From an optimization exercise on the open Yosys and OpenROAD flow, aimed at small area and a short achievable clock period; shortcuts taken in it are not production practice.
Only simulation tests tie the RTL to the original design; equivalence was not proved.
Power is estimated from default activity; no workload was simulated.

## System
module System(RESET, CLK, ENCRYPTED, PASSWD_INIT, FLAG, FOUND, TXD);
For scale: roughly 71 flip-flops, ~4900 µm² of cells after synthesis.
Settings: LEC_CHECK=0, CAP_MARGIN=20, CORE_MARGIN=2, CORE_UTILIZATION=70, CTS_CLUSTER_SIZE=50, SLEW_MARGIN=20; clock period 17.0 ns.
standard.sh (not shown) runs the stock make flow with config.mk's settings and CLKGATE_MAP_FILE= SYNTH_SCRIPT=/design/flow/synth_recipe.tcl, a recipe that flattens the netlist after the stock synthesis.
==> flow/flow/run.sh <==
#!/bin/bash
export BUFFER_PORTS_ARGS="-buffer_cell sky130_fd_sc_hd__buf_1"
bash standard.sh SETUP_SLACK_MARGIN=11.6 finish > standard.log 2>&1
The baseline completed without violations.
Change:
- CTS_CLUSTER_SIZE: 50 -> default
Final area is unchanged. Setup slack does not change. Worst hold slack stays the same. Cell count is unchanged. Power does not change. Synthesized cell count stays the same.

## job 2422
The RTL this note starts from:
==> flow/design.v <==
`timescale 1ns / 1ps
module System(RESET, CLK, ENCRYPTED, PASSWD_INIT, FLAG, FOUND, TXD);
	input RESET;
	input CLK;
	input [0:39] ENCRYPTED;
	input [0:39] PASSWD_INIT;
	output FLAG;
	output FOUND;
	output TXD;
	function eqsum8;
		input [7:0] x, y, z;
		reg [7:0] k;
		begin
			k = (x & y) | ((x ^ y) & ~z);
			eqsum8 = (x ^ y ^ z) == {k[6:0], 1'b0};
		end
	endfunction
	function eqsum3;
		input [7:0] x, y, c, z;
		reg [7:0] s, k;
		begin
			s = x ^ y ^ c;
			k = (x & y) | (x & c) | (y & c);
			eqsum3 = eqsum8(s, {k[6:0], 1'b0}, z);
		end
	endfunction
	function [6:0] mod95;
		input [7:0] s;
		mod95 = (s >= 8'd95) ? s - 8'd95 : s[6:0];
	endfunction
	wire [6:0] e0 = ENCRYPTED[1:7];
	wire [6:0] e1 = ENCRYPTED[9:15];
	wire [6:0] e2 = ENCRYPTED[17:23];
	wire [6:0] e3 = ENCRYPTED[25:31];
	wire [6:0] e4 = ENCRYPTED[33:39];
	wire [6:0] I0 = PASSWD_INIT[1:7];
	wire [6:0] I1 = PASSWD_INIT[9:15];
	wire [6:0] I2 = PASSWD_INIT[17:23];
	wire [6:0] I3 = PASSWD_INIT[25:31];
	wire [6:0] I4 = PASSWD_INIT[33:39];
	reg rst_q;
	always @(posedge CLK) rst_q <= RESET;
	reg [6:0] p0, p1, p2, p3, p4;
	reg fv, f1, f02, f34;
	wire found = fv & f1 & f02 & f34;
	wire w4 = p4 == 7'd94;
	wire w3 = p3 == 7'd94;
	wire w2 = p2 == 7'd94;
	wire w1 = p1 == 7'd94;
	wire top = w4 & w3 & w2 & w1 & (p0 == 7'd94);
	wire stop = found | top;
	wire c4 = !stop;
	wire c3 = c4 & w4;
	wire c2 = c3 & w3;
	wire c1 = c2 & w2;
	wire c0 = c1 & w1;
	wire [6:0] i4 = c4 ? (w4 ? 7'd0 : p4 + 7'd1) : p4;
	wire [6:0] i3 = c3 ? (w3 ? 7'd0 : p3 + 7'd1) : p3;
	wire [6:0] i2 = c2 ? (w2 ? 7'd0 : p2 + 7'd1) : p2;
	wire [6:0] i1 = c1 ? (w1 ? 7'd0 : p1 + 7'd1) : p1;
	wire [6:0] i0 = c0 ? p0 + 7'd1 : p0;
	wire topn = (i0 == 7'd94) & (i1 == 7'd94) & (i2 == 7'd94) & (i3 == 7'd94) & (i4 == 7'd94);
	wire [7:0] e2p = e2 + 8'd2;
	wire [7:0] e4p = e4 + 8'd1;
	wire v = (e0 == mod95(e2p)) & (e3 == mod95(e4p));
	wire [6:0] h1 = e1[0] ? {1'b0, e1[6:1]} : {1'b0, e1[6:1]} + 7'd47;
	wire ptop = (e0 == 7'd0) & (e1 == 7'd94) & (e2 == 7'd93) & (e3 == 7'd2) & (e4 == 7'd1);
	wire r02 = eqsum8({1'b0, I0}, {1'b0, I2}, {1'b0, e2}) | eqsum3({1'b0, I0}, {1'b0, I2}, 8'd161, {1'b0, e2});
	wire r34 = eqsum3({1'b0, I3}, {1'b0, I4}, 8'd3, {1'b0, e4}) | eqsum3({1'b0, I3}, {1'b0, I4}, 8'd164, {1'b0, e4}) |
		((e4 == 7'd0) & (((I3 == 7'd93) & (I4 == 7'd94)) | ((I3 == 7'd94) & (I4 == 7'd93)))) |
		((e4 == 7'd1) & (I3 == 7'd94) & (I4 == 7'd94));
	wire topI = (I0 == 7'd94) & (I1 == 7'd94) & (I2 == 7'd94) & (I3 == 7'd94) & (I4 == 7'd94);
	wire [7:0] s02 = i0 + i2;
	wire [7:0] s34 = i3 + i4 + 8'd3;
	wire [6:0] w02 = mod95(s02);
	wire [6:0] w34 = (s34 >= 8'd190) ? s34 - 8'd190 : mod95(s34);
	reg [15:0] hb;    
	reg fl;
	always @(posedge CLK) begin
		if (RESET) begin
			p0 <= I0; p1 <= I1; p2 <= I2; p3 <= I3; p4 <= I4;
		end else begin
			p0 <= i0; p1 <= i1; p2 <= i2; p3 <= i3; p4 <= i4;
		end
		fv <= v;
		f1 <= (RESET ? I1 : i1) == h1;
		f02 <= RESET ? r02 : (w02 == e2);
		f34 <= RESET ? r34 : (w34 == e4);
		hb <= rst_q ? 16'd2 : hb + 16'd1;
		fl <= ((RESET ? topI : topn) & !ptop) | (hb[15] & !rst_q & !RESET);
	end
	assign FOUND = found;
	assign FLAG = fl;
	reg [8:0] ph;
	reg [3:0] j;
	reg [2:0] b;
	reg txd;
	wire [8:0] phe = rst_q ? 9'd0 : ph;
	wire slot_end = ph == 9'd431;
	wire done = b == 3'd6;
	always @(posedge CLK) begin
		ph <= stop ? ((phe == 9'd431) ? 9'd0 : phe + 9'd1) : 9'd0;
		if (rst_q) begin
			j <= 4'd6;
			b <= 3'd0;
		end else if (stop && slot_end) begin
			j <= (j == 4'd0) ? 4'd6 : j + 4'd1;
			if (j == 4'd0 && !done) b <= b + 3'd1;
		end
	end
	reg dbit;
	always @(*) begin
		case (b)
			3'd1: dbit = j[2:0] == 3'd7 ? 1'b0 : p0[j[2:0]];
			3'd2: dbit = j[2:0] == 3'd7 ? 1'b0 : p1[j[2:0]];
			3'd3: dbit = j[2:0] == 3'd7 ? 1'b0 : p2[j[2:0]];
			3'd4: dbit = j[2:0] == 3'd7 ? 1'b0 : p3[j[2:0]];
			3'd5: dbit = j[2:0] == 3'd7 ? 1'b0 : p4[j[2:0]];
			default: dbit = 1'b1;
		endcase
	end
	wire low = !done & ((j == 4'd7) | (j[3] & !dbit));
	always @(posedge CLK) txd <= RESET | rst_q | !low;
	assign TXD = txd;
endmodule
Settings: LEC_CHECK=0, CAP_MARGIN=20, CORE_MARGIN=2, CORE_UTILIZATION=40, SLEW_MARGIN=20; clock period 17.0 ns.
run.sh (not shown) runs the stock make flow with config.mk's settings and CLKGATE_MAP_FILE= SYNTH_SCRIPT=/design/flow/synth_recipe.tcl, a recipe that flattens the netlist after the stock synthesis.
Stock flow here: none of the scripts above is used.
Job 2422 finished every stage and its layout cleared the timing, design-rule and antenna checks.
The inputs of job 3046 differ from those of job 2422 as listed below.
==> flow/flow/run.sh (new file) <==
#!/bin/bash
export BUFFER_PORTS_ARGS="-buffer_cell sky130_fd_sc_hd__buf_2"
bash standard.sh > standard.log 2>&1
==> flow/standard.sh (new file) <==
#!/bin/bash
# synth_recipe.tcl (not shown) runs the flow's synth.tcl, then flattens the netlist and writes it again
# the make line also repeats each setting of config.mk as NAME=value (left out here)
make -C /OpenROAD-flow-scripts/flow DESIGN_CONFIG=/design/flow/config.mk WORK_HOME=/design/flow/orfs CLKGATE_MAP_FILE= SYNTH_SCRIPT=/design/flow/synth_recipe.tcl "${@:-finish}"
removed: flow/run.sh
### Flow results
Going from job 2422 to job 3046, final core area utilization went down by 2.0 points; register share of the cell area went up by 0.75 points.
Taking job 2422 as the reference, in job 3046 share of power burned in the clock network fell by 0.9 points; final worst-path cycle share lower; final critical-path required period went down 0.48 ns; net switching power stayed essentially flat; routed wire length fell 3.3%.
diff inputs: job 3046 => job 9868
# job 3046
export LEC_CHECK = 0
export CAP_MARGIN = 20
export CORE_MARGIN = 2
export CORE_UTILIZATION = 40
export SLEW_MARGIN = 20
create_clock -name core_clock -period 17.0 [get_ports {CLK}]
# job 9868
export LEC_CHECK = 0
export CAP_MARGIN = 60
export CORE_MARGIN = 2
export CORE_UTILIZATION = 40
export SLEW_MARGIN = 80
create_clock -name core_clock -period 17.0 [get_ports {CLK}]
==> flow/run.sh (new file) <==
#!/bin/bash
# synth_recipe.tcl (not shown) runs the flow's synth.tcl, then flattens the netlist and writes it again
# the make line also repeats each setting of config.mk as NAME=value (left out here)
make -C /OpenROAD-flow-scripts/flow DESIGN_CONFIG=/design/flow/config.mk WORK_HOME=/design/flow/orfs CLKGATE_MAP_FILE= SYNTH_SCRIPT=/design/flow/synth_recipe.tcl finish
removed: flow/flow/run.sh
removed: flow/standard.sh
==> comparison <==
Job 9868 can be clocked faster than job 3046.
Measured against each other, job 9868 and job 3046 differ in proportion of power drawn by flip-flops and latches, the lower figure coming from job 9868.
Relative to job 3046, non-clock buffer count has increased by 23 in job 9868.
Looking at job 9868 and job 3046, the sequential power is a wash.
Compared with job 3046, job 9868 shows a higher ratio of cells with drive above 1 in the final layout.
Changes observed in job 9868 relative to job 3046: half-perimeter wire length after placement higher, switching power as a share of total power higher, power went up, total wire length after detailed routing +about 8%, utilization after layout rose 5.9 points.

[what the ideal ports hide]
In the flow no input, the clock included, has a driving cell. The finished layouts below were timed again as built, in two steps. Step 1 sets driving cells, clkbuf_16 on the clock port and buf_2 on the other inputs (assumed; they add their load-dependent delay and slew). Step 2 also shifts input and output timing later by t, the mid clock arrival at the registers, as if the neighbouring blocks saw the same clock. a / b / c = ideal ports / drivers / drivers and shift; a / b = the first two.
run	t, ns	setup slack, ns	clock arrival spread, ns	worst slew at a driven data input, ns
the first run of note 1	0.376	11.688 / 11.669 / 11.293	0.004 / 0.004	0.05
the second run of note 1	0.376	11.688 / 11.669 / 11.293	0.004 / 0.004	0.05
job 2422	0.378	10.298 / 10.305 / 9.927	0.011 / 0.010	0.04
job 3046	0.378	10.777 / 10.792 / 10.415	0.007 / 0.007	0.04
job 9868	0.384	11.162 / 11.169 / 10.786	0.007 / 0.007	0.04
After both steps every run listed still meets setup and hold.
